This is an optimization exercise on Yosys and OpenROAD, whose aim is small area, a short achievable clock period and few clock cycles, not a production implementation. Only simulation tests tie the RTL to the original design; equivalence was not proved.

// RSA
module RSA ( key_in, mod_in, data_in, data_out, key_ready, mod_ready, data_ready, resetn, CLK, finish, key_end, mod_end, data_out_ready,state );
   input           CLK, resetn;
   input [31:0]    key_in, mod_in, data_in;
   input           key_ready, mod_ready, data_ready;
   output          finish;
   output [31:0]   data_out;
   output          key_end, mod_end, data_out_ready;
   output [2:0]    state;
   localparam [2:0] INIT     = 3'h1;
   localparam [2:0] IDLE     = 3'h2;
   localparam [2:0] KEY_GET  = 3'h3;
   localparam [2:0] MOD_GET  = 3'h4;
   localparam [2:0] DATA_GET = 3'h5;
   localparam [2:0] DATA_OUT = 3'h6;
   localparam [2:0] ENCRYPT  = 3'h7;
   localparam integer I_IDLE = 0;
   localparam integer I_INIT = 1;      
   localparam integer I_WS   = 2;      
   localparam integer I_PRE2 = 4;      
   localparam integer I_RUN  = 5;      
   localparam integer I_RES  = 6;      
   localparam integer I_NEXT = 7;      
   localparam integer I_DONE = 8;
   localparam [8:0] EG_IDLE = 9'b000000001;
   localparam [8:0] EG_INIT = 9'b000000010;
   localparam [8:0] EG_WS   = 9'b000000100;
   localparam [8:0] EG_PRE2 = 9'b000010000;
   localparam [8:0] EG_RUN  = 9'b000100000;
   localparam [8:0] EG_RES  = 9'b001000000;
   localparam [8:0] EG_NEXT = 9'b010000000;
   localparam [8:0] EG_DONE = 9'b100000000;
   localparam [3:0] PH_DBLA  = 4'd0;
   localparam [3:0] PH_SQ    = 4'd1;
   localparam [3:0] PH_CONV  = 4'd2;
   localparam [3:0] PH_COPY  = 4'd3;
   localparam [3:0] PH_DBLB  = 4'd4;
   localparam [3:0] PH_LOOP  = 4'd5;
   localparam [3:0] PH_FINAL = 4'd6;
   localparam [3:0] PH_FFIX  = 4'd7;
   localparam [3:0] PH_END   = 4'd8;
   localparam [1:0] SRC_A   = 2'd0;
   localparam [1:0] SRC_X   = 2'd1;
   localparam [1:0] SRC_ONE = 2'd2;
   reg [2:0]  st, st_n;
   reg [4:0]  cnt;
   reg        fin_r, kend_r, mend_r, dor_r, keyok, modok;
   reg [8:0]  eg, eg_n;
   reg        st_key, st_mod, st_dget, st_dout;    
   wire       eng_start = (st == DATA_GET) && (cnt == 5'd31);
   always @(*) begin
      st_n = st;
      case (st)
        INIT, IDLE:
  ...
For scale: about 31000 cells after synthesis, about 6900 flip-flops, about 140 I/O pins, ~0.40 mm2 of cells after synthesis.
export LEC_CHECK = 0
export CAP_MARGIN = 40
export CORE_MARGIN = 2
export CORE_UTILIZATION = 65
export CTS_CLUSTER_DIAMETER = 100
export CTS_CLUSTER_SIZE = 20
export SLEW_MARGIN = 40
export SYNTH_HIERARCHICAL = 1
export SYNTH_MEMORY_MAX_BITS = 8192
create_clock -name core_clock -period 14.0 [get_ports {CLK}]
standard.sh (not shown) runs the stock make flow with config.mk's settings and CLKGATE_MAP_FILE= SYNTH_SCRIPT=/design/flow/synth_recipe.tcl, a recipe that flattens the netlist after the stock synthesis.
==> flow/flow/run.sh <==
#!/bin/bash
# Layout flow: the standard ORFS flow (standard.sh), run with a setup
# repair margin aimed well below the 14 ns clock, so that repair_timing
# keeps sizing and buffering the critical paths after the 14 ns
# constraint is met, with cell resizing not limited to cells of the same
# footprint, and with more antenna repair iterations after detailed
# routing.  The constraints, the synthesis and every step are the
# standard ones.
set -euo pipefail
bash standard.sh SETUP_SLACK_MARGIN=9.5 TNS_END_PERCENT=100 MATCH_CELL_FOOTPRINT=0 \
  MAX_REPAIR_ANTENNAS_ITER_DRT=12 MAX_REPAIR_ANTENNAS_ITER_GRT=8 finish > standard_flow.log 2>&1
The first run went through all stages and came out clean.
Testbench counts at the start, summed over its fixed seeds: cycles 1,683,949.
==> next run, changes <==
--- a/flow/design.v
+++ b/flow/design.v
@@ -253,25 +253,29 @@
    wire [5:0] sp0 = {booth(a_pre[3], a_pre[2], a_pre[1]),
                      booth(a_pre[1], a_pre[0], eg[I_PRE2] ? 1'b0 : a_top)};
    wire [5:0] pl_nx = pl_pre;
    wire [7:0] elo_early = {4'b0, ~nS[7:4]} + {4'b0, ~nC[7:4]} + {1'b0, pa} +
                           {4'b0, elo[7:4]};
    wire [7:0] elo_k;
    rsa_add8 ADDK (elo_early, {2'b0, ktab_t}, elo_k);
    wire [7:0] elo_nx = eg[I_PRE2] ? {2'b0, pl_nx} : elo_k;
    wire [15:0] t_oh_nx = 16'd1 << elo_nx[3:0];
-   reg  [5:0]  qs_nx;
-   integer oj;
-   always @(*) begin
-      qs_nx = 6'd0;
-      for (oj = 0; oj < 16; oj = oj + 1)
-        qs_nx = qs_nx | ({6{t_oh_nx[oj]}} & qtab[oj]);
-   end
+   wire [95:0] qtab_f;
+   wire [23:0] qs_nx;
+   genvar gq;
+   generate
+      for (gq = 0; gq < 16; gq = gq + 1) begin : g_qf
+         assign qtab_f[6*gq +: 6] = qtab[gq];
+      end
+      for (gq = 0; gq < 4; gq = gq + 1) begin : g_qs
+         rsa_qsel QSL (elo_nx[3:0], qtab_f, qs_nx[6*gq +: 6]);
+      end
+   endgenerate
    wire [9:0] rs0 = {2'b0, ~nS[7:0]} + {2'b0, ~nC[7:0]} + {3'b0, cin};
    wire [1027:0] nrc;
    wire [128:0]  cbound;
    wire [1026:0] nrsum;
    wire [1026:0] nC_res;
    genvar gp;
    generate
       for (gp = 0; gp < 1027; gp = gp + 1) begin : g_res
          wire ci;
@@ -655,19 +659,19 @@
       for (gs = 0; gs < 16; gs = gs + 1) begin : g_sl
          localparam integer LO  = 64 * gs;
          localparam integer HA  = (gs == 15) ? 1023 : 64 * gs + 63;    
          localparam integer HS  = (gs == 15) ? 1026 : 64 * gs + 63;    
          localparam integer HW  = (gs == 15) ? W - 1 : 64 * gs + 63;   
          wire c_res, c_rp, c_wop;
          wire [5:0] as;
          rsa_rep #(9) CTL (CLK, {c_res_n, c_rp_n, c_wop_n, sp0}, {c_res, c_rp, c_wop, as});
          wire [5:0] qs;
-         rsa_rep #(6) QSR (CLK, qs_nx, qs);
+         rsa_rep #(6) QSR (CLK, qs_nx[6*(gs/4) +: 6], qs);
          reg [HA-LO:0] a_q;
          reg [HS-LO:0] ns_q, nc_q;
          reg zs_q;
          always @(posedge CLK) begin
             if (c_res)
               a_q <= nrsum[HA:LO];
             else if (c_wop)
               a_q <= nA_sh[HA:LO];
             if (c_res) begin
@@ -706,18 +710,24 @@
 endmodule
 module rsa_rep (CLK, d, q);
    parameter integer W = 1;
    input          CLK;
    input  [W-1:0] d;
    output [W-1:0] q;
    reg    [W-1:0] q;
    always @(posedge CLK) q <= d;
 endmodule
+module rsa_qsel (e, tab, q);
+   input  [3:0]  e;
+   input  [95:0] tab;
+   output [5:0]  q;
+   assign q = tab[6*e +: 6];
+endmodule
 module rsa_add8 (a, b, s);
    input  [7:0] a, b;
    output [7:0] s;
    assign s = a + b;
 endmodule
 module rsa_fa (a, b, c, s, co);
    input  a, b, c;
    output s, co;
    assign s  = a ^ b ^ c;
Routed wire length came out higher by 1.7%.
Worst setup slack got worse by 0.18 ns.
Worst hold slack is better by 0.0059 ns.
Count of clock-buffer cells in the layout falls by 17.
First-iteration DRC count increases by 2.0%.
Testbench counts after the change, summed over its fixed seeds: cycles 1,683,949.

---

the baseline:
Another version of the RTL of RSA (not shown whole).
Size in the first run: ~31000 cells after synthesis, roughly 7100 flip-flops, ~410000 um2 of cells after synthesis.
==> flow/config.mk <==
export PLATFORM = sky130hd
export DESIGN_NAME = RSA
export DESIGN_NICKNAME = RSA
export VERILOG_FILES = /design/flow/design.v
export SDC_FILE = /design/flow/constraint.sdc
export NUM_CORES = 8
export LEC_CHECK = 0
export CAP_MARGIN = 40
export CORE_MARGIN = 2
export CORE_UTILIZATION = 65
export CTS_CLUSTER_DIAMETER = 100
export CTS_CLUSTER_SIZE = 20
export SLEW_MARGIN = 40
export SYNTH_HIERARCHICAL = 1
export SYNTH_MEMORY_MAX_BITS = 8192
==> flow/constraint.sdc <==
create_clock -name core_clock -period 14.0 [get_ports {CLK}]
set_input_delay 2.8000 -clock core_clock [delete_from_list [all_inputs] [get_ports {CLK}]]
set_output_delay 2.8000 -clock core_clock [all_outputs]
set_load 0.01 [all_outputs]
==> flow/flow/run.sh <==
#!/bin/bash
# Layout flow: the standard ORFS flow (standard.sh), run with a setup
# repair margin aimed well below the 14 ns clock, so that repair_timing
# keeps sizing and buffering the critical paths after the 14 ns
# constraint is met, with cell resizing not limited to cells of the same
# footprint, and with more antenna repair iterations after detailed
# routing.  The constraints, the synthesis and every step are the
# standard ones.
set -euo pipefail
bash standard.sh SETUP_SLACK_MARGIN=9.3 TNS_END_PERCENT=100 MATCH_CELL_FOOTPRINT=0 \
  MAX_REPAIR_ANTENNAS_ITER_DRT=12 MAX_REPAIR_ANTENNAS_ITER_GRT=8 finish > standard_flow.log 2>&1
Testbench counts of the baseline, summed over its fixed seeds: cycles 1,683,949.
Changes in the candidate relative to the baseline:
--- a/flow/design.v
+++ b/flow/design.v
@@ -116,12 +116,13 @@
    reg          ewv;         
    reg [5:0]    ewl;         
    reg [1023:0] N;           
    reg [1023:0] X;           
    reg          xsign;       
    wire [1024:0] A;          
+   wire [1023:0] nA;         
    reg          a_sign;      
    wire [1026:0] nS, nC;     
    reg [3:0]    Np;          
    reg [4:0]    topw_idx;    
    reg [4:0]    topw_msb;    
    reg          mexam;
@@ -254,12 +255,19 @@
    wire [7:0] elo_early = {4'b0, ~nS[7:4]} + {4'b0, ~nC[7:4]} + {1'b0, pa} +
                           {4'b0, elo[7:4]};
    wire [7:0] elo_k;
    rsa_add8 ADDK (elo_early, {2'b0, ktab_t}, elo_k);
    wire [7:0] elo_nx = eg[I_PRE2] ? {2'b0, pl_nx} : elo_k;
    wire [15:0] t_oh_nx = 16'd1 << elo_nx[3:0];
+   reg  [5:0]  qs_nx;
+   integer oj;
+   always @(*) begin
+      qs_nx = 6'd0;
+      for (oj = 0; oj < 16; oj = oj + 1)
+        qs_nx = qs_nx | ({6{t_oh_nx[oj]}} & qtab[oj]);
+   end
    wire [9:0] rs0 = {2'b0, ~nS[7:0]} + {2'b0, ~nC[7:0]} + {3'b0, cin};
    wire [1027:0] nrc;
    wire [128:0]  cbound;
    wire [1026:0] nrsum;
    wire [1026:0] nC_res;
    genvar gp;
@@ -293,13 +301,13 @@
    assign nrc[0] = 1'b1;
    assign cbound[0] = ~nC[9];
    wire [15:0] zsv;
    wire c_zero = &zsv;
    reg  res_first;      
    wire nx = eg[I_NEXT] | (eg[I_RES] & c_zero & ~res_first);
-   wire [1087:0] Aext = {{63{A[1024]}}, A};
+   wire [1087:0] nAext = {{63{~A[1024]}}, nA};
    wire [8:0] di_p2 = di + 9'd2;
    genvar gi;
    wire [4:0] bs_n = (eg[I_PRE2] | eg[I_RUN]) ? di_p2[8:4] : 5'd0;
    wire [63:0] bsv0, bsv1, bsv2, bsv3, bsv4;
    generate
       for (gi = 0; gi < 4; gi = gi + 1) begin : g_bs
@@ -312,15 +320,15 @@
       end
    endgenerate
    wire [64*32-1:0] bl0;
    generate
       for (gi = 0; gi < 32; gi = gi + 1) begin : g_bl
          if (gi < 17) begin : g_l
-            assign bl0[64*gi +: 64] = Aext[64*gi +: 64];
+            assign bl0[64*gi +: 64] = nAext[64*gi +: 64];
          end else begin : g_z
-            assign bl0[64*gi +: 64] = 64'd0;
+            assign bl0[64*gi +: 64] = {64{1'b1}};
          end
       end
    endgenerate
    wire [64*16-1:0] bl1;
    wire [64*8-1:0]  bl2;
    wire [64*4-1:0]  bl3;
@@ -625,13 +633,13 @@
       if (eg[I_RES])
         a_sign <= ~nrsum[1024];
       else if (eg[I_INIT])
         a_sign <= 1'b0;
       else if (eg[I_WS] && wcnt == 5'd31)
         a_sign <= wsgn;
-      blk   <= bl5;
+      blk   <= ~bl5;
       a_pre <= dig_f;
       a_top <= a_pre[3];
       pl_pre <= lowcols(spf, A[3:0]);
       elo   <= elo_nx;
       t_oh  <= t_oh_nx;
       cin   <= eg[I_RUN] ? (c4 + {2'b0, a47}) : 7'd0;
@@ -640,41 +648,34 @@
    end
    wire dout_rot_n = (st == ENCRYPT && eg[I_DONE]) ||
                      (st == DATA_OUT && cnt != 5'd30 && cnt != 5'd31);
    wire c_res_n = eg_n[I_RES];
    wire c_rp_n  = eg_n[I_RES] | eg_n[I_PRE2];
    wire c_wop_n = resetn & (eg_n[I_INIT] | eg_n[I_WS] | dout_rot_n);
-   wire [1023:0] A_sh = {topword, A[1023:32]};
+   wire [1023:0] nA_sh = {~topword, nA[1023:32]};
    assign A[1024] = a_sign;
    genvar gs;
    generate
       for (gs = 0; gs < 16; gs = gs + 1) begin : g_sl
          localparam integer LO  = 64 * gs;
          localparam integer HA  = (gs == 15) ? 1023 : 64 * gs + 63;    
          localparam integer HS  = (gs == 15) ? 1026 : 64 * gs + 63;    
          localparam integer HW  = (gs == 15) ? W - 1 : 64 * gs + 63;   
          wire c_res, c_rp, c_wop;
          wire [5:0] as;
          rsa_rep #(9) CTL (CLK, {c_res_n, c_rp_n, c_wop_n, sp0}, {c_res, c_rp, c_wop, as});
-         wire [15:0] qoh;
-         rsa_rep #(16) QOH (CLK, t_oh_nx, qoh);
-         reg [5:0] qs;
-         integer qi;
-         always @(*) begin
-            qs = 6'd0;
-            for (qi = 0; qi < 16; qi = qi + 1)
-              qs = qs | ({6{qoh[qi]}} & qtab[qi]);
-         end
+         wire [5:0] qs;
+         rsa_rep #(6) QSR (CLK, qs_nx, qs);
          reg [HA-LO:0] a_q;
          reg [HS-LO:0] ns_q, nc_q;
          reg zs_q;
          always @(posedge CLK) begin
             if (c_res)
-              a_q <= ~nrsum[HA:LO];
+              a_q <= nrsum[HA:LO];
             else if (c_wop)
-              a_q <= A_sh[HA:LO];
+              a_q <= nA_sh[HA:LO];
             if (c_res) begin
                ns_q <= nrsum[HS:LO];
                nc_q <= nC_res[HS:LO];
             end
             else if (c_rp) begin
                ns_q <= {(HS-LO+1){1'b1}};
@@ -684,13 +685,14 @@
                ns_q <= nS_mm[HS:LO];
                nc_q <= nC_mm[HS:LO];
             end
             zs_q <= &nC_res[HS:LO];
          end
          assign zsv[gs] = zs_q;
-         assign A[HA:LO]  = a_q;
+         assign nA[HA:LO] = a_q;
+         assign A[HA:LO]  = ~a_q;
          assign nS[HS:LO] = ns_q;
          assign nC[HS:LO] = nc_q;
          assign one0_v[HW:LO] = {(HW-LO+1){as[1]}};
          assign two0_v[HW:LO] = {(HW-LO+1){as[0]}};
          assign neg0_v[HW:LO] = {(HW-LO+1){as[2]}};
          assign one1_v[HW:LO] = {(HW-LO+1){as[4]}};
==> run summary <==
NOTE area used by sequential logic in the layout the baseline->the candidate decreased slightly. Post-placement setup slack on the candidate is down relative to the baseline. Row global-route usage: the candidate lower / the baseline higher. Summary of the comparison: die area is lower in the candidate, relative to the baseline. Relative area change from synthesis to final layout: the candidate vs the baseline — no meaningful difference. The candidate vs the baseline — area fraction in compound gates after synthesis dropped 2.2 points. The candidate vs. the baseline: register fraction of the total cell area went up. Between the candidate and the baseline, the post-route cell area is lower for the candidate. The baseline has higher post-route fraction of the period consumed by the critical path than the candidate.
Testbench counts of the candidate, summed over its fixed seeds: cycles 1,683,949.

==> what the ideal ports hide <==
Ports are ideal in the flow. The routed layouts listed here were re-timed in OpenROAD. Step 1 sets driving cells, clkbuf_16 on the clock port and buf_2 on the other inputs (assumed; they add their load-dependent delay and slew). Step 2 also shifts input and output timing later by t, the mid clock arrival at the registers, as if the neighbouring blocks saw the same clock. Slacks: no drivers / after step 1 / after step 2; pairs: no drivers / after step 1.
run	t (ns)	setup WS [ns]	slew at the worst register clock pin (ns)
the first run of note 1	1.241	9.372 / 9.366 / 8.690	0.10 / 0.10
the second run of note 1	1.222	9.190 / 9.190 / 8.463	0.11 / 0.11
the baseline	1.244	9.241 / 9.093 / 8.378	0.11 / 0.11
the candidate	1.214	9.296 / 9.281 / 8.541	0.10 / 0.10
After both steps setup and hold are still met in every run listed. The setup slack of the baseline, which loses most, moves by -0.148 ns with the drivers and by -0.863 ns with both steps.
